This design comes from an exercise in tuning for small area and a short achievable clock period on the open sky130 flow, not from production work. The RTL of this run was laid out without a check of its function. No activity file was given, so power comes from the tool's default toggle rates.

## flow/design.v

```verilog
`timescale 1ns / 1ps
module sigmoid9slices (
    input wire clk,
    input wire rst_n,
    input wire signed [15:0] x0_in,
    input wire signed [15:0] x1_in,
    input wire valid_in,
    output reg signed [15:0] y0_out,
    output reg signed [15:0] y1_out,
    output reg valid_out
);
    reg v1, v2;
    always @(posedge clk or negedge rst_n)
        if (!rst_n) begin v1 <= 1'b0; v2 <= 1'b0; valid_out <= 1'b0; end
        else begin v1 <= valid_in; v2 <= v1; valid_out <= v2; end
    function [4:0] thr(input [14:0] u);
        reg lo155, lo2ab, g1, g2, g3, g4, g5;
        begin
            lo155 = u[9] | (u[8] & u[7]) | (u[8] & u[6] & (u[5] | (u[4] & u[3]) | (u[4] & u[2] & (u[1] | u[0]))));
            lo2ab = u[10] | (u[9] & u[8]) | (u[9] & u[7] & (u[6] | (u[5] & u[4]) | (u[5] & u[3] & (u[2] | (u[1] & u[0])))));
            g2 = u[14] | u[13] | u[12];
            g5 = u[14] | (u[13] & u[12]);
            g1 = g2 | u[11] | (u[10] & lo155);
            g3 = u[14] | u[13] | (u[12] & u[11] & lo2ab);
            g4 = u[14] | (u[13] & (u[12] | u[11] | (u[10] & lo155)));
            thr = {g5, g4, g3, g2, g1};
        end
    endfunction
    function [4:0] dec(input [15:0] x);
        reg [14:0] u;
        reg g1, g2, g3, g4, g5;
        reg [4:0] gp, gn;
        begin
            u = x[14:0];
            gp = thr(u);
            gn = thr(~u);
            {g5, g4, g3, g2, g1} = x[15] ? gn : gp;
            dec = {~g1, g1 & ~g2, g2 & ~g3, g3 & ~g4, g4};   
        end
    endfunction
    function [12:0] satx(input [15:0] x);
        reg sat;
        begin
            sat = x[15] ? (~x[14] | (~x[13] & ~x[12])) : (x[14] | (x[13] & x[12]));
            satx = {x[15], sat ? {~x[15], ~x[15], 1'b1, 1'b0, 1'b0, x[15]} : x[11:6], x[5:0]};
        end
    endfunction
    reg [12:0] a0, a1;   
    reg [4:0] c0, c1;
    always @(posedge clk) begin
        a0 <= satx(x0_in); a1 <= satx(x1_in);
        c0 <= dec(x0_in); c1 <= dec(x1_in);
    end
    wire [10:0] xr0 = a0[10:0];
    wire [10:0] xn0 = ~a0[10:0];
    wire r0_0_0 = (c0[0] & xr0[0]) | (c0[1] & xn0[0]);
    wire r0_0_1 = c0[1];
    wire r0_1_0 = ((c0[0] | c0[2] | c0[3]) & xr0[0]) | (c0[1] & xn0[1]) | (c0[4] & xn0[0]);
    wire r0_1_1 = (c0[0] & xr0[1]) | c0[4];
    wire r0_2_0 = ((c0[0] | c0[2] | c0[3]) & xr0[1]) | (c0[1] & xn0[2]) | (c0[4] & xn0[1]);
    wire r0_2_1 = (c0[0] & xr0[2]);
    wire r0_3_0 = ((c0[0] | c0[2] | c0[3]) & xr0[2]) | (c0[1] & xn0[3]) | (c0[4] & xn0[2]);
    wire r0_3_1 = ((c0[0] | c0[1]) & xr0[0]);
    wire r0_3_2 = (c0[0] & xr0[3]);
    wire r0_4_0 = ((c0[0] | c0[2] | c0[3]) & xr0[3]) | (c0[1] & xn0[4]) | (c0[4] & xn0[0]);
    wire r0_4_1 = ((c0[0] | c0[1]) & xr0[1]) | (c0[3] & xr0[0]) | c0[4];
    wire r0_4_2 = (c0[0] & xr0[4]) | (c0[4] & xn0[3]);
    wire r0_5_0 = ((c0[0] | c0[2] | c0[3]) & xr0[4]) | (c0[1] & xr0[0]) | (c0[4] & xn0[1]);
    wire r0_5_1 = ((c0[0] | c0[1]) & xr0[2]) | (c0[3] & xr0[1]) | (c0[4] & xn0[4]);
    wire r0_5_2 = (c0[0] & xr0[5]) | (c0[1] & xn0[5]);
    wire r0_6_0 = ((c0[0] | c0[2] | c0[3]) & xr0[5]) | (c0[1] & xr0[1]) | (c0[4] & xn0[2]);
    wire r0_6_1 = ((c0[0] | c0[1]) & xr0[3]) | (c0[3] & xr0[0]) | (c0[4] & xn0[5]);
    wire r0_6_2 = (c0[0] & xr0[6]) | (c0[1] & xn0[6]) | (c0[3] & xr0[2]);
    wire r0_7_0 = ((c0[0] | c0[2] | c0[3]) & xr0[6]) | (c0[1] & xr0[2]) | (c0[4] & xn0[3]);
    wire r0_7_1 = ((c0[0] | c0[1]) & xr0[4]) | (c0[2] & xr0[0]) | (c0[3] & xr0[1]) | (c0[4] & xn0[6]);
    wire r0_7_2 = (c0[0] & xr0[7]) | (c0[1] & xn0[7]) | (c0[3] & xr0[3]);
    wire r0_8_0 = ((c0[0] | c0[2] | c0[3]) & xr0[7]) | (c0[1] & xr0[3]) | (c0[4] & xn0[4]);
    wire r0_8_1 = ((c0[0] | c0[1]) & xr0[5]) | (c0[2] & xr0[1]) | (c0[3] & xr0[0]) | (c0[4] & xn0[7]);
    wire r0_8_2 = (c0[0] & xr0[8]) | (c0[1] & xn0[8]) | (c0[3] & xr0[2]);
    wire r0_8_3 = (c0[3] & xr0[4]);
    wire r0_9_0 = ((c0[0] | c0[2] | c0[3]) & xr0[8]) | (c0[1] & xr0[4]) | (c0[4] & xr0[0]);
    wire r0_9_1 = ((c0[0] | c0[1]) & xr0[6]) | (c0[2] & xr0[2]) | (c0[3] & xr0[1]) | (c0[4] & xn0[5]);
    wire r0_9_2 = (c0[0] & xr0[9]) | (c0[1] & xn0[9]) | (c0[3] & xr0[3]) | (c0[4] & xn0[8]);
    wire r0_9_3 = (c0[3] & xr0[5]);
    wire r0_10_0 = ((c0[0] | c0[2] | c0[3]) & xr0[9]) | (c0[1] & xr0[5]) | (c0[4] & xr0[1]);
    wire r0_10_1 = ((c0[0] | c0[1]) & xr0[7]) | (c0[2] & xr0[3]) | (c0[3] & xr0[2]) | (c0[4] & xn0[6]);
    wire r0_10_2 = (c0[0] & xr0[10]) | (c0[1] & xn0[10]) | (c0[3] & xr0[4]) | (c0[4] & xn0[9]);
    wire r0_10_3 = (c0[3] & xr0[6]);
    wire r0_11_0 = ((c0[0] | c0[1]) & xr0[8]) | (c0[2] & xr0[4]) | (c0[3] & xr0[3]) | (c0[4] & xr0[2]);
    wire r0_11_1 = ((c0[0] | c0[2]) & xr0[10]) | (c0[1] & xr0[6]) | (c0[3] & xr0[5]) | (c0[4] & xn0[7]);
    wire r0_11_2 = (c0[3] & xr0[7]) | (c0[4] & xn0[10]);
    wire r0_11_3 = ((c0[0] | c0[1]) & ((a0[12] & a0[11]) | (~a0[12] & a0[11]))) | c0[2] | (c0[3] & ((a0[12] & ~a0[11] & a0[10]) | (~a0[12] & ~a0[11] & a0[10]) | (~a0[12] & a0[11] & a0[10])));
    wire r0_12_0 = ((c0[0] | c0[1]) & xr0[9]) | (c0[2] & xr0[5]) | (c0[3] & xr0[4]) | (c0[4] & xr0[3]);
    wire r0_12_1 = (c0[1] & xr0[7]) | (c0[3] & xr0[6]) | (c0[4] & xn0[8]);
    wire r0_12_2 = (c0[3] & xr0[8]);
    wire r0_12_3 = (c0[0] & ((a0[12] & ~a0[11]) | (~a0[12] & a0[11]))) | (c0[1] & ((a0[12] & a0[11]) | (a0[12] & ~a0[11]))) | (c0[2] & ((a0[12] & a0[11]) | (~a0[12] & ~a0[11]))) | (c0[3] & ((a0[12] & a0[11] & ~a0[10]) | (~a0[12] & a0[11] & ~a0[10]) | (~a0[12] & a0[11] & a0[10]))) | (c0[4] & ((~a0[12] & ~a0[11])));
    wire r0_13_0 = ((c0[0] | c0[1]) & xr0[10]) | (c0[2] & xr0[6]) | (c0[3] & xr0[5]) | (c0[4] & xr0[4]);
    wire r0_13_1 = (c0[1] & xr0[8]) | (c0[3] & xr0[7]) | (c0[4] & xn0[9]);
    wire r0_13_2 = (c0[3] & xr0[9]);
    wire r0_13_3 = (c0[0] & ((a0[12] & a0[11]))) | (c0[1] & ((~a0[12] & a0[11]) | (~a0[12] & ~a0[11]))) | (c0[2] & ((~a0[12] & a0[11]))) | (c0[3] & ((a0[12] & ~a0[11] & ~a0[10]) | (a0[12] & ~a0[11] & a0[10]) | (a0[12] & a0[11] & ~a0[10]))) | (c0[4] & ((~a0[12] & ~a0[11])));
    wire r0_14_0 = (c0[1] & xr0[9]) | (c0[2] & xr0[7]) | (c0[3] & xr0[6]) | (c0[4] & xr0[5]);
    wire r0_14_1 = (c0[3] & xr0[8]) | (c0[4] & xn0[10]);
    wire r0_14_2 = (c0[3] & xr0[10]);
    wire r0_14_3 = (c0[0] & ((a0[12] & a0[11]) | (~a0[12] & ~a0[11]))) | (c0[1] & ((a0[12] & ~a0[11]) | (~a0[12] & a0[11]))) | (c0[2] & ((~a0[12] & ~a0[11]) | (~a0[12] & a0[11]))) | (c0[3] & ((~a0[12] & ~a0[11] & a0[10]) | (~a0[12] & a0[11] & ~a0[10]) | (~a0[12] & a0[11] & a0[10]))) | (c0[4] & ((~a0[12] & ~a0[11])));
    wire r0_15_0 = (c0[1] & xr0[10]) | (c0[2] & xr0[8]) | (c0[3] & xr0[7]) | (c0[4] & xr0[6]);
    wire r0_15_1 = (c0[3] & xr0[9]);
    wire r0_15_2 = (c0[0] & ((~a0[12] & a0[11]))) | (c0[1] & ((~a0[12] & ~a0[11]))) | (c0[2] & ((a0[12] & ~a0[11]) | (a0[12] & a0[11]))) | (c0[3] & ((a0[12] & ~a0[11] & ~a0[10]) | (a0[12] & ~a0[11] & a0[10]) | (~a0[12] & a0[11] & ~a0[10]) | (~a0[12] & a0[11] & a0[10])));
    wire r0_16_0 = (c0[2] & xr0[9]) | (c0[3] & xr0[8]) | (c0[4] & xr0[7]);
    wire r0_16_1 = (c0[3] & xr0[10]);
    wire r0_16_2 = (c0[0] & ((~a0[12] & ~a0[11]) | (~a0[12] & a0[11]))) | (c0[1] & ((a0[12] & ~a0[11]) | (~a0[12] & a0[11]))) | (c0[2] & ((a0[12] & ~a0[11]) | (a0[12] & a0[11]))) | (c0[3] & ((a0[12] & ~a0[11] & ~a0[10]) | (a0[12] & ~a0[11] & a0[10]) | (~a0[12] & ~a0[11] & a0[10]) | (~a0[12] & a0[11] & ~a0[10]) | (~a0[12] & a0[11] & a0[10]))) | (c0[4] & ((~a0[12] & ~a0[11])));
    wire r0_17_0 = (c0[2] & xr0[10]) | (c0[3] & xr0[9]) | (c0[4] & xr0[8]);
    wire r0_17_1 = (c0[0] & ((~a0[12] & ~a0[11]) | (~a0[12] & a0[11]))) | ((c0[1] | c0[4]) & ((~a0[12] & ~a0[11]))) | (c0[2] & ((a0[12] & ~a0[11]) | (a0[12] & a0[11]))) | (c0[3] & ((a0[12] & ~a0[11] & ~a0[10]) | (a0[12] & ~a0[11] & a0[10]) | (a0[12] & a0[11] & ~a0[10]) | (~a0[12] & ~a0[11] & a0[10])));
    wire r0_18_0 = (c0[3] & xr0[10]) | (c0[4] & xr0[9]);
    wire r0_18_1 = (c0[0] & ((~a0[12] & ~a0[11]) | (~a0[12] & a0[11]))) | (c0[1] & ((~a0[12] & a0[11]) | (~a0[12] & ~a0[11]))) | (c0[2] & ((a0[12] & ~a0[11]) | (~a0[12] & a0[11]))) | (c0[3] & ((a0[12] & ~a0[11] & ~a0[10]) | (a0[12] & ~a0[11] & a0[10]) | (~a0[12] & a0[11] & ~a0[10]) | (~a0[12] & a0[11] & a0[10]))) | (c0[4] & ((~a0[12] & ~a0[11])));
    wire r0_19_0 = (c0[4] & xr0[10]);
    wire r0_19_1 = (c0[0] & ((~a0[12] & ~a0[11]) | (~a0[12] & a0[11]))) | (c0[1] & ((~a0[12] & a0[11]) | (~a0[12] & ~a0[11]))) | (c0[2] & ((a0[12] & ~a0[11]) | (~a0[12] & ~a0[11]) | (~a0[12] & a0[11]))) | (c0[3] & ((~a0[12] & a0[11] & ~a0[10]) | (~a0[12] & a0[11] & a0[10]))) | (c0[4] & ((~a0[12] & ~a0[11])));
    wire r0_20_0 = (c0[0] & ((~a0[12] & ~a0[11]) | (~a0[12] & a0[11]))) | (c0[1] & ((~a0[12] & a0[11]) | (~a0[12] & ~a0[11]))) | (c0[2] & ((a0[12] & ~a0[11]) | (~a0[12] & ~a0[11]) | (~a0[12] & a0[11]))) | (c0[3] & ((a0[12] & a0[11] & ~a0[10]))) | c0[4];
    wire r0_21_0 = (c0[0] & ((~a0[12] & ~a0[11]) | (~a0[12] & a0[11]))) | (c0[1] & ((~a0[12] & a0[11]) | (~a0[12] & ~a0[11]))) | (c0[2] & ((a0[12] & ~a0[11]) | (~a0[12] & ~a0[11]) | (~a0[12] & a0[11]))) | (c0[3] & ((~a0[12] & ~a0[11] & a0[10]) | (~a0[12] & a0[11] & ~a0[10]) | (~a0[12] & a0[11] & a0[10])));
    wire h0_1s = r0_8_0 ^ r0_8_1;
    wire h0_1c = r0_8_0 & r0_8_1;
    wire f0_2s = r0_9_0 ^ r0_9_1 ^ r0_9_2;
    wire f0_2c = (r0_9_0 & r0_9_1) | (r0_9_0 & r0_9_2) | (r0_9_1 & r0_9_2);
    wire f0_3s = r0_10_0 ^ r0_10_1 ^ r0_10_2;
    wire f0_3c = (r0_10_0 & r0_10_1) | (r0_10_0 & r0_10_2) | (r0_10_1 & r0_10_2);
    wire f0_4s = r0_11_0 ^ r0_11_1 ^ r0_11_2;
    wire f0_4c = (r0_11_0 & r0_11_1) | (r0_11_0 & r0_11_2) | (r0_11_1 & r0_11_2);
    wire f0_5s = r0_12_0 ^ r0_12_1 ^ r0_12_2;
    wire f0_5c = (r0_12_0 & r0_12_1) | (r0_12_0 & r0_12_2) | (r0_12_1 & r0_12_2);
    wire f0_6s = r0_13_0 ^ r0_13_1 ^ r0_13_2;
    wire f0_6c = (r0_13_0 & r0_13_1) | (r0_13_0 & r0_13_2) | (r0_13_1 & r0_13_2);
    wire f0_7s = r0_14_0 ^ r0_14_1 ^ r0_14_2;
    wire f0_7c = (r0_14_0 & r0_14_1) | (r0_14_0 & r0_14_2) | (r0_14_1 & r0_14_2);
    wire h0_8s = r0_15_0 ^ r0_15_1;
    wire h0_8c = r0_15_0 & r0_15_1;
    wire h0_9s = r0_16_0 ^ r0_16_1;
    wire h0_9c = r0_16_0 & r0_16_1;
    wire h0_10s = r0_3_0 ^ r0_3_1;
    wire h0_10c = r0_3_0 & r0_3_1;
    wire f0_11s = r0_4_0 ^ r0_4_1 ^ r0_4_2;
    wire f0_11c = (r0_4_0 & r0_4_1) | (r0_4_0 & r0_4_2) | (r0_4_1 & r0_4_2);
    wire f0_12s = r0_5_0 ^ r0_5_1 ^ r0_5_2;
    wire f0_12c = (r0_5_0 & r0_5_1) | (r0_5_0 & r0_5_2) | (r0_5_1 & r0_5_2);
    wire f0_13s = r0_6_0 ^ r0_6_1 ^ r0_6_2;
    wire f0_13c = (r0_6_0 & r0_6_1) | (r0_6_0 & r0_6_2) | (r0_6_1 & r0_6_2);
    wire f0_14s = r0_7_0 ^ r0_7_1 ^ r0_7_2;
    wire f0_14c = (r0_7_0 & r0_7_1) | (r0_7_0 & r0_7_2) | (r0_7_1 & r0_7_2);
    wire f0_15s = r0_8_2 ^ r0_8_3 ^ h0_1s;
    wire f0_15c = (r0_8_2 & r0_8_3) | (r0_8_2 & h0_1s) | (r0_8_3 & h0_1s);
    wire f0_16s = r0_9_3 ^ h0_1c ^ f0_2s;
    wire f0_16c = (r0_9_3 & h0_1c) | (r0_9_3 & f0_2s) | (h0_1c & f0_2s);
    wire f0_17s = r0_10_3 ^ f0_2c ^ f0_3s;
    wire f0_17c = (r0_10_3 & f0_2c) | (r0_10_3 & f0_3s) | (f0_2c & f0_3s);
    wire f0_18s = r0_11_3 ^ f0_3c ^ f0_4s;
    wire f0_18c = (r0_11_3 & f0_3c) | (r0_11_3 & f0_4s) | (f0_3c & f0_4s);
    wire f0_19s = r0_12_3 ^ f0_4c ^ f0_5s;
    wire f0_19c = (r0_12_3 & f0_4c) | (r0_12_3 & f0_5s) | (f0_4c & f0_5s);
    wire f0_20s = r0_13_3 ^ f0_5c ^ f0_6s;
    wire f0_20c = (r0_13_3 & f0_5c) | (r0_13_3 & f0_6s) | (f0_5c & f0_6s);
    wire f0_21s = r0_14_3 ^ f0_6c ^ f0_7s;
    wire f0_21c = (r0_14_3 & f0_6c) | (r0_14_3 & f0_7s) | (f0_6c & f0_7s);
    wire f0_22s = r0_15_2 ^ f0_7c ^ h0_8s;
    wire f0_22c = (r0_15_2 & f0_7c) | (r0_15_2 & h0_8s) | (f0_7c & h0_8s);
    wire f0_23s = r0_16_2 ^ h0_8c ^ h0_9s;
    wire f0_23c = (r0_16_2 & h0_8c) | (r0_16_2 & h0_9s) | (h0_8c & h0_9s);
    wire f0_24s = r0_17_0 ^ r0_17_1 ^ h0_9c;
    wire f0_24c = (r0_17_0 & r0_17_1) | (r0_17_0 & h0_9c) | (r0_17_1 & h0_9c);
    wire h0_25s = r0_18_0 ^ r0_18_1;
    wire h0_25c = r0_18_0 & r0_18_1;
    wire h0_26s = r0_19_0 ^ r0_19_1;
    wire h0_26c = r0_19_0 & r0_19_1;
    wire lg0_27 = (r0_1_0 & r0_1_1) | ((r0_1_0 | r0_1_1) & (r0_0_0 & r0_0_1));
    wire lp0_27 = (r0_1_0 | r0_1_1) & (r0_0_0 | r0_0_1);
    wire lg0_28 = (r0_3_2 & h0_10s) | ((r0_3_2 | h0_10s) & (r0_2_0 & r0_2_1));
    wire lp0_28 = (r0_3_2 | h0_10s) & (r0_2_0 | r0_2_1);
    wire lg0_29 = (f0_11c & f0_12s) | ((f0_11c | f0_12s) & (h0_10c & f0_11s));
    wire lp0_29 = (f0_11c | f0_12s) & (h0_10c | f0_11s);
    wire lg0_30 = lg0_28 | (lp0_28 & lg0_27);
    wire lp0_30 = lp0_28 & lp0_27;
    wire lg0_31 = lg0_29 | (lp0_29 & lg0_30);
    wire lp0_31 = lp0_29 & lp0_30;
    wire lg0_32 = (f0_13c & f0_14s) | ((f0_13c | f0_14s) & (f0_12c & f0_13s));
    wire lp0_32 = (f0_13c | f0_14s) & (f0_12c | f0_13s);
    wire lg0_33 = (f0_15c & f0_16s) | ((f0_15c | f0_16s) & (f0_14c & f0_15s));
    wire lp0_33 = (f0_15c | f0_16s) & (f0_14c | f0_15s);
    wire lg0_34 = lg0_33 | (lp0_33 & lg0_32);
    wire lp0_34 = lp0_33 & lp0_32;
    wire lg0_35 = (f0_16c & f0_17s) | ((f0_16c | f0_17s) & lg0_34);
    wire lp0_35 = (f0_16c | f0_17s) & lp0_34;
    reg [10:0] sa0, sb0;
    reg lgl0, lgh0, lph0;   
    wire lc0 = lgh0 | (lph0 & lgl0);
    always @(posedge clk) begin
        sa0 <= {r0_21_0, r0_20_0, h0_25c, f0_24c, f0_23c, f0_22c, f0_21c, f0_20c, f0_19c, f0_18c, f0_17c};
        sb0 <= {1'b0, h0_26c, h0_26s, h0_25s, f0_24s, f0_23s, f0_22s, f0_21s, f0_20s, f0_19s, f0_18s};
        lgl0 <= lg0_31; lgh0 <= lg0_35; lph0 <= lp0_35;
    end
    wire [10:0] ys0;
    wire ys0_p0 = (sa0[0] ^ sb0[0]);
    wire ys0_p1 = (sa0[1] ^ sb0[1]);
    wire ys0_p2 = (sa0[2] ^ sb0[2]);
    wire ys0_p3 = (sa0[3] ^ sb0[3]);
    wire ys0_p4 = (sa0[4] ^ sb0[4]);
    wire ys0_p5 = (sa0[5] ^ sb0[5]);
    wire ys0_p6 = (sa0[6] ^ sb0[6]);
    wire ys0_p7 = (sa0[7] ^ sb0[7]);
    wire ys0_p8 = (sa0[8] ^ sb0[8]);
    wire ys0_p9 = (sa0[9] ^ sb0[9]);
    wire ys0_p10 = (sa0[10] ^ sb0[10]);
    wire ys0_g0 = (sa0[0] & sb0[0]) | (ys0_p0 & lc0);
    wire ys0_g1 = (sa0[1] & sb0[1]);
    wire ys0_g2 = (sa0[2] & sb0[2]);
    wire ys0_g3 = (sa0[3] & sb0[3]);
    wire ys0_g4 = (sa0[4] & sb0[4]);
    wire ys0_g5 = (sa0[5] & sb0[5]);
    wire ys0_g6 = (sa0[6] & sb0[6]);
    wire ys0_g7 = (sa0[7] & sb0[7]);
    wire ys0_g8 = (sa0[8] & sb0[8]);
    wire ys0_g9 = (sa0[9] & sb0[9]);
    wire ys0_g10 = (sa0[10] & sb0[10]);
    wire ys0_G36 = ys0_g1 | (ys0_p1 & ys0_g0);
    wire ys0_P36 = ys0_p1 & ys0_p0;
    wire ys0_G37 = ys0_g3 | (ys0_p3 & ys0_g2);
    wire ys0_P37 = ys0_p3 & ys0_p2;
    wire ys0_G38 = ys0_g5 | (ys0_p5 & ys0_g4);
    wire ys0_P38 = ys0_p5 & ys0_p4;
    wire ys0_G39 = ys0_g7 | (ys0_p7 & ys0_g6);
    wire ys0_P39 = ys0_p7 & ys0_p6;
    wire ys0_G40 = ys0_g9 | (ys0_p9 & ys0_g8);
    wire ys0_P40 = ys0_p9 & ys0_p8;
    wire ys0_G41 = ys0_G37 | (ys0_P37 & ys0_G36);
    wire ys0_P41 = ys0_P37 & ys0_P36;
    wire ys0_G42 = ys0_G39 | (ys0_P39 & ys0_G38);
    wire ys0_P42 = ys0_P39 & ys0_P38;
    wire ys0_G43 = ys0_G42 | (ys0_P42 & ys0_G41);
    wire ys0_P43 = ys0_P42 & ys0_P41;
    wire ys0_G44 = ys0_G38 | (ys0_P38 & ys0_G41);
    wire ys0_P44 = ys0_P38 & ys0_P41;
    wire ys0_G45 = ys0_G40 | (ys0_P40 & ys0_G43);
    wire ys0_P45 = ys0_P40 & ys0_P43;
    wire ys0_G46 = ys0_g2 | (ys0_p2 & ys0_G36);
    wire ys0_P46 = ys0_p2 & ys0_P36;
    wire ys0_G47 = ys0_g4 | (ys0_p4 & ys0_G41);
    wire ys0_P47 = ys0_p4 & ys0_P41;
    wire ys0_G48 = ys0_g6 | (ys0_p6 & ys0_G44);
    wire ys0_P48 = ys0_p6 & ys0_P44;
    wire ys0_G49 = ys0_g8 | (ys0_p8 & ys0_G43);
    wire ys0_P49 = ys0_p8 & ys0_P43;
    wire ys0_G50 = ys0_g10 | (ys0_p10 & ys0_G45);
    wire ys0_P50 = ys0_p10 & ys0_P45;
    assign ys0[0] = ys0_p0 ^ lc0;
    assign ys0[1] = ys0_p1 ^ ys0_g0;
    assign ys0[2] = ys0_p2 ^ ys0_G36;
    assign ys0[3] = ys0_p3 ^ ys0_G46;
    assign ys0[4] = ys0_p4 ^ ys0_G41;
    assign ys0[5] = ys0_p5 ^ ys0_G47;
    assign ys0[6] = ys0_p6 ^ ys0_G44;
    assign ys0[7] = ys0_p7 ^ ys0_G48;
    assign ys0[8] = ys0_p8 ^ ys0_G43;
    assign ys0[9] = ys0_p9 ^ ys0_G49;
    assign ys0[10] = ys0_p10 ^ ys0_G45;
    wire ys0_co = ys0_G50;
    always @(posedge clk) y0_out <= {5'b0, ys0};
    wire [10:0] xr1 = a1[10:0];
    wire [10:0] xn1 = ~a1[10:0];
    wire r1_0_0 = (c1[0] & xr1[0]) | (c1[1] & xn1[0]);
    wire r1_0_1 = c1[1];
    wire r1_1_0 = ((c1[0] | c1[2] | c1[3]) & xr1[0]) | (c1[1] & xn1[1]) | (c1[4] & xn1[0]);
    wire r1_1_1 = (c1[0] & xr1[1]) | c1[4];
    wire r1_2_0 = ((c1[0] | c1[2] | c1[3]) & xr1[1]) | (c1[1] & xn1[2]) | (c1[4] & xn1[1]);
    wire r1_2_1 = (c1[0] & xr1[2]);
    wire r1_3_0 = ((c1[0] | c1[2] | c1[3]) & xr1[2]) | (c1[1] & xn1[3]) | (c1[4] & xn1[2]);
    wire r1_3_1 = ((c1[0] | c1[1]) & xr1[0]);
    wire r1_3_2 = (c1[0] & xr1[3]);
    wire r1_4_0 = ((c1[0] | c1[2] | c1[3]) & xr1[3]) | (c1[1] & xn1[4]) | (c1[4] & xn1[0]);
    wire r1_4_1 = ((c1[0] | c1[1]) & xr1[1]) | (c1[3] & xr1[0]) | c1[4];
    wire r1_4_2 = (c1[0] & xr1[4]) | (c1[4] & xn1[3]);
    wire r1_5_0 = ((c1[0] | c1[2] | c1[3]) & xr1[4]) | (c1[1] & xr1[0]) | (c1[4] & xn1[1]);
    wire r1_5_1 = ((c1[0] | c1[1]) & xr1[2]) | (c1[3] & xr1[1]) | (c1[4] & xn1[4]);
    wire r1_5_2 = (c1[0] & xr1[5]) | (c1[1] & xn1[5]);
    wire r1_6_0 = ((c1[0] | c1[2] | c1[3]) & xr1[5]) | (c1[1] & xr1[1]) | (c1[4] & xn1[2]);
    wire r1_6_1 = ((c1[0] | c1[1]) & xr1[3]) | (c1[3] & xr1[0]) | (c1[4] & xn1[5]);
    wire r1_6_2 = (c1[0] & xr1[6]) | (c1[1] & xn1[6]) | (c1[3] & xr1[2]);
    wire r1_7_0 = ((c1[0] | c1[2] | c1[3]) & xr1[6]) | (c1[1] & xr1[2]) | (c1[4] & xn1[3]);
    wire r1_7_1 = ((c1[0] | c1[1]) & xr1[4]) | (c1[2] & xr1[0]) | (c1[3] & xr1[1]) | (c1[4] & xn1[6]);
    wire r1_7_2 = (c1[0] & xr1[7]) | (c1[1] & xn1[7]) | (c1[3] & xr1[3]);
    wire r1_8_0 = ((c1[0] | c1[2] | c1[3]) & xr1[7]) | (c1[1] & xr1[3]) | (c1[4] & xn1[4]);
    wire r1_8_1 = ((c1[0] | c1[1]) & xr1[5]) | (c1[2] & xr1[1]) | (c1[3] & xr1[0]) | (c1[4] & xn1[7]);
    wire r1_8_2 = (c1[0] & xr1[8]) | (c1[1] & xn1[8]) | (c1[3] & xr1[2]);
    wire r1_8_3 = (c1[3] & xr1[4]);
    wire r1_9_0 = ((c1[0] | c1[2] | c1[3]) & xr1[8]) | (c1[1] & xr1[4]) | (c1[4] & xr1[0]);
    wire r1_9_1 = ((c1[0] | c1[1]) & xr1[6]) | (c1[2] & xr1[2]) | (c1[3] & xr1[1]) | (c1[4] & xn1[5]);
    wire r1_9_2 = (c1[0] & xr1[9]) | (c1[1] & xn1[9]) | (c1[3] & xr1[3]) | (c1[4] & xn1[8]);
    wire r1_9_3 = (c1[3] & xr1[5]);
    wire r1_10_0 = ((c1[0] | c1[2] | c1[3]) & xr1[9]) | (c1[1] & xr1[5]) | (c1[4] & xr1[1]);
    wire r1_10_1 = ((c1[0] | c1[1]) & xr1[7]) | (c1[2] & xr1[3]) | (c1[3] & xr1[2]) | (c1[4] & xn1[6]);
    wire r1_10_2 = (c1[0] & xr1[10]) | (c1[1] & xn1[10]) | (c1[3] & xr1[4]) | (c1[4] & xn1[9]);
    wire r1_10_3 = (c1[3] & xr1[6]);
    wire r1_11_0 = ((c1[0] | c1[1]) & xr1[8]) | (c1[2] & xr1[4]) | (c1[3] & xr1[3]) | (c1[4] & xr1[2]);
    wire r1_11_1 = ((c1[0] | c1[2]) & xr1[10]) | (c1[1] & xr1[6]) | (c1[3] & xr1[5]) | (c1[4] & xn1[7]);
    wire r1_11_2 = (c1[3] & xr1[7]) | (c1[4] & xn1[10]);
    wire r1_11_3 = ((c1[0] | c1[1]) & ((a1[12] & a1[11]) | (~a1[12] & a1[11]))) | c1[2] | (c1[3] & ((a1[12] & ~a1[11] & a1[10]) | (~a1[12] & ~a1[11] & a1[10]) | (~a1[12] & a1[11] & a1[10])));
    wire r1_12_0 = ((c1[0] | c1[1]) & xr1[9]) | (c1[2] & xr1[5]) | (c1[3] & xr1[4]) | (c1[4] & xr1[3]);
    wire r1_12_1 = (c1[1] & xr1[7]) | (c1[3] & xr1[6]) | (c1[4] & xn1[8]);
    wire r1_12_2 = (c1[3] & xr1[8]);
    wire r1_12_3 = (c1[0] & ((a1[12] & ~a1[11]) | (~a1[12] & a1[11]))) | (c1[1] & ((a1[12] & a1[11]) | (a1[12] & ~a1[11]))) | (c1[2] & ((a1[12] & a1[11]) | (~a1[12] & ~a1[11]))) | (c1[3] & ((a1[12] & a1[11] & ~a1[10]) | (~a1[12] & a1[11] & ~a1[10]) | (~a1[12] & a1[11] & a1[10]))) | (c1[4] & ((~a1[12] & ~a1[11])));
    wire r1_13_0 = ((c1[0] | c1[1]) & xr1[10]) | (c1[2] & xr1[6]) | (c1[3] & xr1[5]) | (c1[4] & xr1[4]);
    wire r1_13_1 = (c1[1] & xr1[8]) | (c1[3] & xr1[7]) | (c1[4] & xn1[9]);
    wire r1_13_2 = (c1[3] & xr1[9]);
    wire r1_13_3 = (c1[0] & ((a1[12] & a1[11]))) | (c1[1] & ((~a1[12] & a1[11]) | (~a1[12] & ~a1[11]))) | (c1[2] & ((~a1[12] & a1[11]))) | (c1[3] & ((a1[12] & ~a1[11] & ~a1[10]) | (a1[12] & ~a1[11] & a1[10]) | (a1[12] & a1[11] & ~a1[10]))) | (c1[4] & ((~a1[12] & ~a1[11])));
    wire r1_14_0 = (c1[1] & xr1[9]) | (c1[2] & xr1[7]) | (c1[3] & xr1[6]) | (c1[4] & xr1[5]);
    wire r1_14_1 = (c1[3] & xr1[8]) | (c1[4] & xn1[10]);
    wire r1_14_2 = (c1[3] & xr1[10]);
    wire r1_14_3 = (c1[0] & ((a1[12] & a1[11]) | (~a1[12] & ~a1[11]))) | (c1[1] & ((a1[12] & ~a1[11]) | (~a1[12] & a1[11]))) | (c1[2] & ((~a1[12] & ~a1[11]) | (~a1[12] & a1[11]))) | (c1[3] & ((~a1[12] & ~a1[11] & a1[10]) | (~a1[12] & a1[11] & ~a1[10]) | (~a1[12] & a1[11] & a1[10]))) | (c1[4] & ((~a1[12] & ~a1[11])));
    wire r1_15_0 = (c1[1] & xr1[10]) | (c1[2] & xr1[8]) | (c1[3] & xr1[7]) | (c1[4] & xr1[6]);
    wire r1_15_1 = (c1[3] & xr1[9]);
    wire r1_15_2 = (c1[0] & ((~a1[12] & a1[11]))) | (c1[1] & ((~a1[12] & ~a1[11]))) | (c1[2] & ((a1[12] & ~a1[11]) | (a1[12] & a1[11]))) | (c1[3] & ((a1[12] & ~a1[11] & ~a1[10]) | (a1[12] & ~a1[11] & a1[10]) | (~a1[12] & a1[11] & ~a1[10]) | (~a1[12] & a1[11] & a1[10])));
    wire r1_16_0 = (c1[2] & xr1[9]) | (c1[3] & xr1[8]) | (c1[4] & xr1[7]);
    wire r1_16_1 = (c1[3] & xr1[10]);
    wire r1_16_2 = (c1[0] & ((~a1[12] & ~a1[11]) | (~a1[12] & a1[11]))) | (c1[1] & ((a1[12] & ~a1[11]) | (~a1[12] & a1[11]))) | (c1[2] & ((a1[12] & ~a1[11]) | (a1[12] & a1[11]))) | (c1[3] & ((a1[12] & ~a1[11] & ~a1[10]) | (a1[12] & ~a1[11] & a1[10]) | (~a1[12] & ~a1[11] & a1[10]) | (~a1[12] & a1[11] & ~a1[10]) | (~a1[12] & a1[11] & a1[10]))) | (c1[4] & ((~a1[12] & ~a1[11])));
    wire r1_17_0 = (c1[2] & xr1[10]) | (c1[3] & xr1[9]) | (c1[4] & xr1[8]);
    wire r1_17_1 = (c1[0] & ((~a1[12] & ~a1[11]) | (~a1[12] & a1[11]))) | ((c1[1] | c1[4]) & ((~a1[12] & ~a1[11]))) | (c1[2] & ((a1[12] & ~a1[11]) | (a1[12] & a1[11]))) | (c1[3] & ((a1[12] & ~a1[11] & ~a1[10]) | (a1[12] & ~a1[11] & a1[10]) | (a1[12] & a1[11] & ~a1[10]) | (~a1[12] & ~a1[11] & a1[10])));
    wire r1_18_0 = (c1[3] & xr1[10]) | (c1[4] & xr1[9]);
    wire r1_18_1 = (c1[0] & ((~a1[12] & ~a1[11]) | (~a1[12] & a1[11]))) | (c1[1] & ((~a1[12] & a1[11]) | (~a1[12] & ~a1[11]))) | (c1[2] & ((a1[12] & ~a1[11]) | (~a1[12] & a1[11]))) | (c1[3] & ((a1[12] & ~a1[11] & ~a1[10]) | (a1[12] & ~a1[11] & a1[10]) | (~a1[12] & a1[11] & ~a1[10]) | (~a1[12] & a1[11] & a1[10]))) | (c1[4] & ((~a1[12] & ~a1[11])));
    wire r1_19_0 = (c1[4] & xr1[10]);
    wire r1_19_1 = (c1[0] & ((~a1[12] & ~a1[11]) | (~a1[12] & a1[11]))) | (c1[1] & ((~a1[12] & a1[11]) | (~a1[12] & ~a1[11]))) | (c1[2] & ((a1[12] & ~a1[11]) | (~a1[12] & ~a1[11]) | (~a1[12] & a1[11]))) | (c1[3] & ((~a1[12] & a1[11] & ~a1[10]) | (~a1[12] & a1[11] & a1[10]))) | (c1[4] & ((~a1[12] & ~a1[11])));
    wire r1_20_0 = (c1[0] & ((~a1[12] & ~a1[11]) | (~a1[12] & a1[11]))) | (c1[1] & ((~a1[12] & a1[11]) | (~a1[12] & ~a1[11]))) | (c1[2] & ((a1[12] & ~a1[11]) | (~a1[12] & ~a1[11]) | (~a1[12] & a1[11]))) | (c1[3] & ((a1[12] & a1[11] & ~a1[10]))) | c1[4];
    wire r1_21_0 = (c1[0] & ((~a1[12] & ~a1[11]) | (~a1[12] & a1[11]))) | (c1[1] & ((~a1[12] & a1[11]) | (~a1[12] & ~a1[11]))) | (c1[2] & ((a1[12] & ~a1[11]) | (~a1[12] & ~a1[11]) | (~a1[12] & a1[11]))) | (c1[3] & ((~a1[12] & ~a1[11] & a1[10]) | (~a1[12] & a1[11] & ~a1[10]) | (~a1[12] & a1[11] & a1[10])));
    wire h1_51s = r1_8_0 ^ r1_8_1;
    wire h1_51c = r1_8_0 & r1_8_1;
    wire f1_52s = r1_9_0 ^ r1_9_1 ^ r1_9_2;
    wire f1_52c = (r1_9_0 & r1_9_1) | (r1_9_0 & r1_9_2) | (r1_9_1 & r1_9_2);
    wire f1_53s = r1_10_0 ^ r1_10_1 ^ r1_10_2;
    wire f1_53c = (r1_10_0 & r1_10_1) | (r1_10_0 & r1_10_2) | (r1_10_1 & r1_10_2);
    wire f1_54s = r1_11_0 ^ r1_11_1 ^ r1_11_2;
    wire f1_54c = (r1_11_0 & r1_11_1) | (r1_11_0 & r1_11_2) | (r1_11_1 & r1_11_2);
    wire f1_55s = r1_12_0 ^ r1_12_1 ^ r1_12_2;
    wire f1_55c = (r1_12_0 & r1_12_1) | (r1_12_0 & r1_12_2) | (r1_12_1 & r1_12_2);
    wire f1_56s = r1_13_0 ^ r1_13_1 ^ r1_13_2;
    wire f1_56c = (r1_13_0 & r1_13_1) | (r1_13_0 & r1_13_2) | (r1_13_1 & r1_13_2);
    wire f1_57s = r1_14_0 ^ r1_14_1 ^ r1_14_2;
    wire f1_57c = (r1_14_0 & r1_14_1) | (r1_14_0 & r1_14_2) | (r1_14_1 & r1_14_2);
    wire h1_58s = r1_15_0 ^ r1_15_1;
    wire h1_58c = r1_15_0 & r1_15_1;
    wire h1_59s = r1_16_0 ^ r1_16_1;
    wire h1_59c = r1_16_0 & r1_16_1;
    wire h1_60s = r1_3_0 ^ r1_3_1;
    wire h1_60c = r1_3_0 & r1_3_1;
    wire f1_61s = r1_4_0 ^ r1_4_1 ^ r1_4_2;
    wire f1_61c = (r1_4_0 & r1_4_1) | (r1_4_0 & r1_4_2) | (r1_4_1 & r1_4_2);
    wire f1_62s = r1_5_0 ^ r1_5_1 ^ r1_5_2;
    wire f1_62c = (r1_5_0 & r1_5_1) | (r1_5_0 & r1_5_2) | (r1_5_1 & r1_5_2);
    wire f1_63s = r1_6_0 ^ r1_6_1 ^ r1_6_2;
    wire f1_63c = (r1_6_0 & r1_6_1) | (r1_6_0 & r1_6_2) | (r1_6_1 & r1_6_2);
    wire f1_64s = r1_7_0 ^ r1_7_1 ^ r1_7_2;
    wire f1_64c = (r1_7_0 & r1_7_1) | (r1_7_0 & r1_7_2) | (r1_7_1 & r1_7_2);
    wire f1_65s = r1_8_2 ^ r1_8_3 ^ h1_51s;
    wire f1_65c = (r1_8_2 & r1_8_3) | (r1_8_2 & h1_51s) | (r1_8_3 & h1_51s);
    wire f1_66s = r1_9_3 ^ h1_51c ^ f1_52s;
    wire f1_66c = (r1_9_3 & h1_51c) | (r1_9_3 & f1_52s) | (h1_51c & f1_52s);
    wire f1_67s = r1_10_3 ^ f1_52c ^ f1_53s;
    wire f1_67c = (r1_10_3 & f1_52c) | (r1_10_3 & f1_53s) | (f1_52c & f1_53s);
    wire f1_68s = r1_11_3 ^ f1_53c ^ f1_54s;
    wire f1_68c = (r1_11_3 & f1_53c) | (r1_11_3 & f1_54s) | (f1_53c & f1_54s);
    wire f1_69s = r1_12_3 ^ f1_54c ^ f1_55s;
    wire f1_69c = (r1_12_3 & f1_54c) | (r1_12_3 & f1_55s) | (f1_54c & f1_55s);
    wire f1_70s = r1_13_3 ^ f1_55c ^ f1_56s;
    wire f1_70c = (r1_13_3 & f1_55c) | (r1_13_3 & f1_56s) | (f1_55c & f1_56s);
    wire f1_71s = r1_14_3 ^ f1_56c ^ f1_57s;
    wire f1_71c = (r1_14_3 & f1_56c) | (r1_14_3 & f1_57s) | (f1_56c & f1_57s);
    wire f1_72s = r1_15_2 ^ f1_57c ^ h1_58s;
    wire f1_72c = (r1_15_2 & f1_57c) | (r1_15_2 & h1_58s) | (f1_57c & h1_58s);
    wire f1_73s = r1_16_2 ^ h1_58c ^ h1_59s;
    wire f1_73c = (r1_16_2 & h1_58c) | (r1_16_2 & h1_59s) | (h1_58c & h1_59s);
    wire f1_74s = r1_17_0 ^ r1_17_1 ^ h1_59c;
    wire f1_74c = (r1_17_0 & r1_17_1) | (r1_17_0 & h1_59c) | (r1_17_1 & h1_59c);
    wire h1_75s = r1_18_0 ^ r1_18_1;
    wire h1_75c = r1_18_0 & r1_18_1;
    wire h1_76s = r1_19_0 ^ r1_19_1;
    wire h1_76c = r1_19_0 & r1_19_1;
    wire lg1_77 = (r1_1_0 & r1_1_1) | ((r1_1_0 | r1_1_1) & (r1_0_0 & r1_0_1));
    wire lp1_77 = (r1_1_0 | r1_1_1) & (r1_0_0 | r1_0_1);
    wire lg1_78 = (r1_3_2 & h1_60s) | ((r1_3_2 | h1_60s) & (r1_2_0 & r1_2_1));
    wire lp1_78 = (r1_3_2 | h1_60s) & (r1_2_0 | r1_2_1);
    wire lg1_79 = (f1_61c & f1_62s) | ((f1_61c | f1_62s) & (h1_60c & f1_61s));
    wire lp1_79 = (f1_61c | f1_62s) & (h1_60c | f1_61s);
    wire lg1_80 = lg1_78 | (lp1_78 & lg1_77);
    wire lp1_80 = lp1_78 & lp1_77;
    wire lg1_81 = lg1_79 | (lp1_79 & lg1_80);
    wire lp1_81 = lp1_79 & lp1_80;
    wire lg1_82 = (f1_63c & f1_64s) | ((f1_63c | f1_64s) & (f1_62c & f1_63s));
    wire lp1_82 = (f1_63c | f1_64s) & (f1_62c | f1_63s);
    wire lg1_83 = (f1_65c & f1_66s) | ((f1_65c | f1_66s) & (f1_64c & f1_65s));
    wire lp1_83 = (f1_65c | f1_66s) & (f1_64c | f1_65s);
    wire lg1_84 = lg1_83 | (lp1_83 & lg1_82);
    wire lp1_84 = lp1_83 & lp1_82;
    wire lg1_85 = (f1_66c & f1_67s) | ((f1_66c | f1_67s) & lg1_84);
    wire lp1_85 = (f1_66c | f1_67s) & lp1_84;
    reg [10:0] sa1, sb1;
    reg lgl1, lgh1, lph1;   
    wire lc1 = lgh1 | (lph1 & lgl1);
    always @(posedge clk) begin
        sa1 <= {r1_21_0, r1_20_0, h1_75c, f1_74c, f1_73c, f1_72c, f1_71c, f1_70c, f1_69c, f1_68c, f1_67c};
        sb1 <= {1'b0, h1_76c, h1_76s, h1_75s, f1_74s, f1_73s, f1_72s, f1_71s, f1_70s, f1_69s, f1_68s};
        lgl1 <= lg1_81; lgh1 <= lg1_85; lph1 <= lp1_85;
    end
    wire [10:0] ys1;
    wire ys1_p0 = (sa1[0] ^ sb1[0]);
    wire ys1_p1 = (sa1[1] ^ sb1[1]);
    wire ys1_p2 = (sa1[2] ^ sb1[2]);
    wire ys1_p3 = (sa1[3] ^ sb1[3]);
    wire ys1_p4 = (sa1[4] ^ sb1[4]);
    wire ys1_p5 = (sa1[5] ^ sb1[5]);
    wire ys1_p6 = (sa1[6] ^ sb1[6]);
    wire ys1_p7 = (sa1[7] ^ sb1[7]);
    wire ys1_p8 = (sa1[8] ^ sb1[8]);
    wire ys1_p9 = (sa1[9] ^ sb1[9]);
    wire ys1_p10 = (sa1[10] ^ sb1[10]);
    wire ys1_g0 = (sa1[0] & sb1[0]) | (ys1_p0 & lc1);
    wire ys1_g1 = (sa1[1] & sb1[1]);
    wire ys1_g2 = (sa1[2] & sb1[2]);
    wire ys1_g3 = (sa1[3] & sb1[3]);
    wire ys1_g4 = (sa1[4] & sb1[4]);
    wire ys1_g5 = (sa1[5] & sb1[5]);
    wire ys1_g6 = (sa1[6] & sb1[6]);
    wire ys1_g7 = (sa1[7] & sb1[7]);
    wire ys1_g8 = (sa1[8] & sb1[8]);
    wire ys1_g9 = (sa1[9] & sb1[9]);
    wire ys1_g10 = (sa1[10] & sb1[10]);
    wire ys1_G86 = ys1_g1 | (ys1_p1 & ys1_g0);
    wire ys1_P86 = ys1_p1 & ys1_p0;
    wire ys1_G87 = ys1_g3 | (ys1_p3 & ys1_g2);
    wire ys1_P87 = ys1_p3 & ys1_p2;
    wire ys1_G88 = ys1_g5 | (ys1_p5 & ys1_g4);
    wire ys1_P88 = ys1_p5 & ys1_p4;
    wire ys1_G89 = ys1_g7 | (ys1_p7 & ys1_g6);
    wire ys1_P89 = ys1_p7 & ys1_p6;
    wire ys1_G90 = ys1_g9 | (ys1_p9 & ys1_g8);
    wire ys1_P90 = ys1_p9 & ys1_p8;
    wire ys1_G91 = ys1_G87 | (ys1_P87 & ys1_G86);
    wire ys1_P91 = ys1_P87 & ys1_P86;
    wire ys1_G92 = ys1_G89 | (ys1_P89 & ys1_G88);
    wire ys1_P92 = ys1_P89 & ys1_P88;
    wire ys1_G93 = ys1_G92 | (ys1_P92 & ys1_G91);
    wire ys1_P93 = ys1_P92 & ys1_P91;
    wire ys1_G94 = ys1_G88 | (ys1_P88 & ys1_G91);
    wire ys1_P94 = ys1_P88 & ys1_P91;
    wire ys1_G95 = ys1_G90 | (ys1_P90 & ys1_G93);
    wire ys1_P95 = ys1_P90 & ys1_P93;
    wire ys1_G96 = ys1_g2 | (ys1_p2 & ys1_G86);
    wire ys1_P96 = ys1_p2 & ys1_P86;
    wire ys1_G97 = ys1_g4 | (ys1_p4 & ys1_G91);
    wire ys1_P97 = ys1_p4 & ys1_P91;
    wire ys1_G98 = ys1_g6 | (ys1_p6 & ys1_G94);
    wire ys1_P98 = ys1_p6 & ys1_P94;
    wire ys1_G99 = ys1_g8 | (ys1_p8 & ys1_G93);
    wire ys1_P99 = ys1_p8 & ys1_P93;
    wire ys1_G100 = ys1_g10 | (ys1_p10 & ys1_G95);
    wire ys1_P100 = ys1_p10 & ys1_P95;
    assign ys1[0] = ys1_p0 ^ lc1;
    assign ys1[1] = ys1_p1 ^ ys1_g0;
    assign ys1[2] = ys1_p2 ^ ys1_G86;
    assign ys1[3] = ys1_p3 ^ ys1_G96;
    assign ys1[4] = ys1_p4 ^ ys1_G91;
    assign ys1[5] = ys1_p5 ^ ys1_G97;
    assign ys1[6] = ys1_p6 ^ ys1_G94;
    assign ys1[7] = ys1_p7 ^ ys1_G98;
    assign ys1[8] = ys1_p8 ^ ys1_G93;
    assign ys1[9] = ys1_p9 ^ ys1_G99;
    assign ys1[10] = ys1_p10 ^ ys1_G95;
    wire ys1_co = ys1_G100;
    always @(posedge clk) y1_out <= {5'b0, ys1};
endmodule
```

## flow/flow/run.sh

```bash
#!/bin/bash
# Standard layout, with plain buffers (instead of delay cells) on the ports, and the
# timing repair aimed at a setup slack of 5.6 ns. The make output goes to standard.log,
# each ORFS step's full log to orfs/logs/.
set -e
export BUFFER_PORTS_ARGS="-buffer_cell sky130_fd_sc_hd__buf_2"
bash standard.sh finish SETUP_SLACK_MARGIN=5.6 > standard.log 2>&1
```

## flow/standard.sh

```bash
#!/bin/bash
# synth_recipe.tcl (not shown) runs the flow's synth.tcl, then flattens the netlist and writes it again
# the make line also repeats each setting of config.mk as NAME=value (left out here)
make -C /OpenROAD-flow-scripts/flow DESIGN_CONFIG=/design/flow/config.mk WORK_HOME=/design/flow/orfs CLKGATE_MAP_FILE= SYNTH_SCRIPT=/design/flow/synth_recipe.tcl "${@:-finish}"
```

## flow/config.mk

```make
export PLATFORM = sky130hd
export DESIGN_NAME = sigmoid9slices
export DESIGN_NICKNAME = sigmoid9slices
export VERILOG_FILES = /design/flow/design.v
export SDC_FILE = /design/flow/constraint.sdc
export NUM_CORES = 4
export LEC_CHECK = 0
export ABC_AREA = 1
export CAP_MARGIN = 20
export CORE_MARGIN = 2
export CORE_UTILIZATION = 60
export SETUP_SLACK_MARGIN = 5
export SLEW_MARGIN = 20
export TNS_END_PERCENT = 0
```

## flow/constraint.sdc

```tcl
create_clock -name core_clock -period 8.0 [get_ports {clk}]
set_input_delay 1.6000 -clock core_clock [delete_from_list [all_inputs] [get_ports {clk}]]
set_output_delay 1.6000 -clock core_clock [all_outputs]
set_load 0.01 [all_outputs]
```

==> summary.txt <==
- Status: complete, no violations
- Clock sink count: about 110
- Fin crit period: ~2.4 ns
- PortBufs: 57
- Mapped Avg Cell Area: 7.90 sq um
- Die area: approximately 12000 sq um
- Post-route cell area: around 8000 sq um
- Power Dens Cells: around 240 nW/um^2
- Clock tree buffer depth: 2
- Synthesized cell area: about 6900 sq um
- Top Layer Used: met4
- Worst Min Path Start: v2
- Largest net degree at the start of global routing: 20
- Crit path largest cell delay: about 0.36 ns
- # IOs: between 60 and 70
- Sw power: between 700 and 800 uW
- Worst hold endpoint: valid_out
- Total power: ~1900 uW
- Area post-placement: between 7000 and 8000 sq um
- WHS Path Cells: 0
- Net Sw Frac: a little over a third
- Register area: 2250 sq um
- Synth-to-Final Area Change: 16.2%
- Yosys reg bits: 109
- DP HPWL: 13.0 mm
- Clock power frac: 22.9%
- Metal3 WL: roughly 1.4 mm
- Fin crit share: a little under a third
- Cell family with most CP delay: flip-flops
- Total GRT Usage: around 28%
- Die X: 111 um
- Share of cells above drive strength 1: 18.4%
- Vias: between 6000 and 7000
- Hold/Removal Path Class: flop to flop
- Worst setup SP type: flop
- Reg-to-reg critical path endpoint: lgh0
- DR WL/cell: ~16 um
- Worst reg2reg startpoint: c0[3]
- Yosys cell types: 44
- Worst path arrival time: about 0.84 ns
- Num CTS Buffers: 9
- Fill cell count: a little under 900
- Worst-path fanout max: 1
- Detailed Routing Iterations Pass 1: 12
- Initial antenna violation count: 0
- Placement Setup Slack: roughly 5 ns
- Crit path capture type: primary output
- First-pass GRT wire length: roughly 28 mm
- Post-layout nets: ~1100
- Starting Density: between 60 and 70%
- WP data required: ~6.4 ns
- Max-Cap Viols: 0
- Later-pin clock latency in the skew report: approximately 0.35 ns
- Final WL: between 15 and 20 mm
- Tightest Pin Transition: 0.654 ns
- CTS root buf: clkbuf_16
- Peak supply drop: between 150 and 200 uV
- GR Overflow Total: 0
- Post-Synthesis Cells: approximately 870
- Multi-input gate area: between 4000 and 5000 sq um
- Core area: between 10000 and 15000 sq um
- Detailed-route DRC error count: 0
- Drt first-iter violations: between 500 and 600
- RSZ-0062 raised after global routing: yes
- Sequential fraction of design power: 39.1%
- Peak Freq: just over 400 MHz
- Reg2Reg Setup Slack: 5.63 ns
- Cts hold-fix bufs: 0
- Worst Path Buf+Inv: 1
- Worst Reg2Reg Path Length in Cells: 11
- Row count: 39
- Crit path from: valid_out
- Final TNS setup: 0 ns
- Internal: roughly 1200 uW
- Antenna violation net count after detailed routing: 0
- Hold Fails Final Rpt: 0
- Antenna diode count: 0
- TritonCTS clock tree: built
- CTS H-tree lvls: 3
- Max_slew headroom: between 50% and 60%
- Setup Skew: ~0.013 ns
- Slew Viols, Final: 0
- Met2 WL: 9.08 mm
- Cell Chain, Critical Path: buf_2
- Setup Viol. Count Final: 0
- Worst Slack Setup Final: 5.56 ns
- YS warnings: 1
- Met1 WL: 6.23 mm
- Sequential area share after synthesis: roughly a third
- Vias in the first global route: 6165
- Worst path slowest cell: dfrtp_1
- P_leak: 0.00416 uW
- Worst-path clk slew: 0.08 ns
- WS Path Type: flop to primary output
- Die span in y: 111 um
- Vias/cell: 5.79
- Comb power frac: 37.9%
- Routability cong.: approximately 0.98
[how the worst max path moves through the flow]
stage	depth (start not counted)	endpoint
after CTS	1	valid_out
final	1	valid_out
after global routing	8	lgh1
after global placement	8	lgh1
after detailed placement	10	lgh1
after floorplan	11	lgh0
[cell usage after synthesis (all sizes together)]
library cell | count | area share, %
dfrtp | 3 | 1.1
o21ai | 43 | 3.2
o22ai | 12 | 1.1
o21bai | 3 | 0.33
nor4 | 3 | 0.27
conb | 1 | 0.054
nor2 | 64 | 3.6
xor2 | 6 | 0.76
nand4 | 1 | 0.091
dfxtp | 106 | 31
o221ai | 14 | 1.8
a2111oi | 3 | 0.38
xnor2 | 2 | 0.25
fa | 52 | 15
a22oi | 1 | 0.11
a211oi | 7 | 0.76
clkbuf | 7 | 0.38
a21o | 4 | 0.44
and3 | 2 | 0.18
a31o | 2 | 0.25
a221oi | 2 | 0.25
o21a | 3 | 0.33
clkinv | 1 | 0.054
o211ai | 7 | 0.76
a21boi | 2 | 0.22
o2111ai | 13 | 1.6
ha | 36 | 6.5
inv | 150 | 8.2
nor3 | 3 | 0.22
buf | 27 | 2.6
a21oi | 59 | 4.5
nand3 | 38 | 3.1
nand2 | 197 | 11
[metal layers]
metal / vias up / global-route usage [%]
li1: 2987 / -
met1: 2926 / 31.2
met2: 383 / 52.2
met3: 109 / 5.25
met4: 0 / 13.9
met5: - / 0
[placed cells by master, fill, tap and decap left out, drive strengths merged]
| cell | n |
|---|---|
| nand2 | 197 |
| inv | 150 |
| dfxtp | 106 |
| buf | 98 |
| nor2 | 64 |
| a21oi | 59 |
| fa | 52 |
| o21ai | 43 |
| nand3 | 38 |
| ha | 36 |
| o221ai | 14 |
| o2111ai | 13 |
| o22ai | 12 |
| clkbuf | 12 |
| conb | 10 |
| o211ai | 7 |
| a211oi | 7 |
| xor2 | 6 |
| a21o | 4 |
| nor4 | 3 |
| clkinvlp | 3 |
| nor3 | 3 |
| o21a | 3 |
| o21bai | 3 |
| dfrtp | 3 |
| clkinv | 3 |
| a2111oi | 3 |
| and3 | 2 |
| a21boi | 2 |
| a31o | 2 |
| a221oi | 2 |
| xnor2 | 2 |
| a22oi | 1 |
| nand4 | 1 |
[power by group through the flow]
stage | Clock [uW] | Sequential [uW] | Combinational (uW)
floorplan | 0 | 774 | 470
global placement | 0 | 771 | 646
detailed placement | 0 | 778 | 682
CTS | 454 | 761 | 714
global route | 475 | 774 | 829
finish | 445 | 759 | 735
[metrics by stage]
stage / utilization, % / hold slack [ns] / instances
finish: 70.8 / 0.372 / 1107
global route: 70.8 / 0.391 / 1107
CTS: 69.1 / 0.384 / 1095
detailed placement: 63.6 / 0.364 / 1049
global placement: 63.6 / 0.342 / 1049
floorplan: - / 0.331 / 883
[what timing repair did]
item / in CTS / in global routing
setup endpoints to repair: 26 / 31
pin swaps: 2 / 6
buffers inserted: 30 / 12
resized for setup: 35 / 37
[kinds of logic (layout without fill, tap and decap cells)]
logic type,after synthesis,in the layout,share of synthesized area [%]
buf+inv,185,266,11.2
simple gates,308,308,18.2
xor+xnor,8,8,1.02
flops,109,109,31.8
compound gates,175,175,16.1
fa+ha+maj,88,88,21.6
other cells,1,10,0.0543
[state kept, by name (all words and copies together) (netlist names)]
register   cells
a0            13
a1            13
c0             5
c1             5
lgh0           1
lgh1           1
lgl0           1
lgl1           1
lph0           1
lph1           1
sa0           11
sa1           11
sb0           10
sb1           10
v1             1
v2             1
valid_out      1
y0_out        11
y1_out        11
[cell type report]
cell class	count	share of cell area (%)
sequential	109	28.0
clock buffer	11	3.15
multi-input combinational	589	50.7
clock inverter	5	0.656
timing repair buffer	99	7.62
inverter	151	7.60
tap	143	2.23

-- afterwards: timing with drivers on the ports --
No port has a modelled driver above. Below, the same layout with a new extraction and two added sets of constraints.
Step 1, drivers: a clkbuf_16 drives clk and a buf_2 each remaining input, both assumed.
Step 2 moves the port delays by t, midway between the first and last clock arrival at a register: inputs arrive t later, outputs are due t later. That takes back most of the time a late clock gives input paths.
a / b / c = ideal / step 1 / step 2; a / b = the first two.
t, ns: 0.389
setup WS [ns]: 5.559 / 5.517 / 5.295
clock arrival spread, ns: 0.013 / 0.013
worst data-port slew with drivers (ns): 0.04
cell pins on the clock port's net: 1
After both steps setup and hold are still met in this run. For this run, drivers alone change the setup slack by -0.042 ns; drivers and shift together by -0.264 ns.
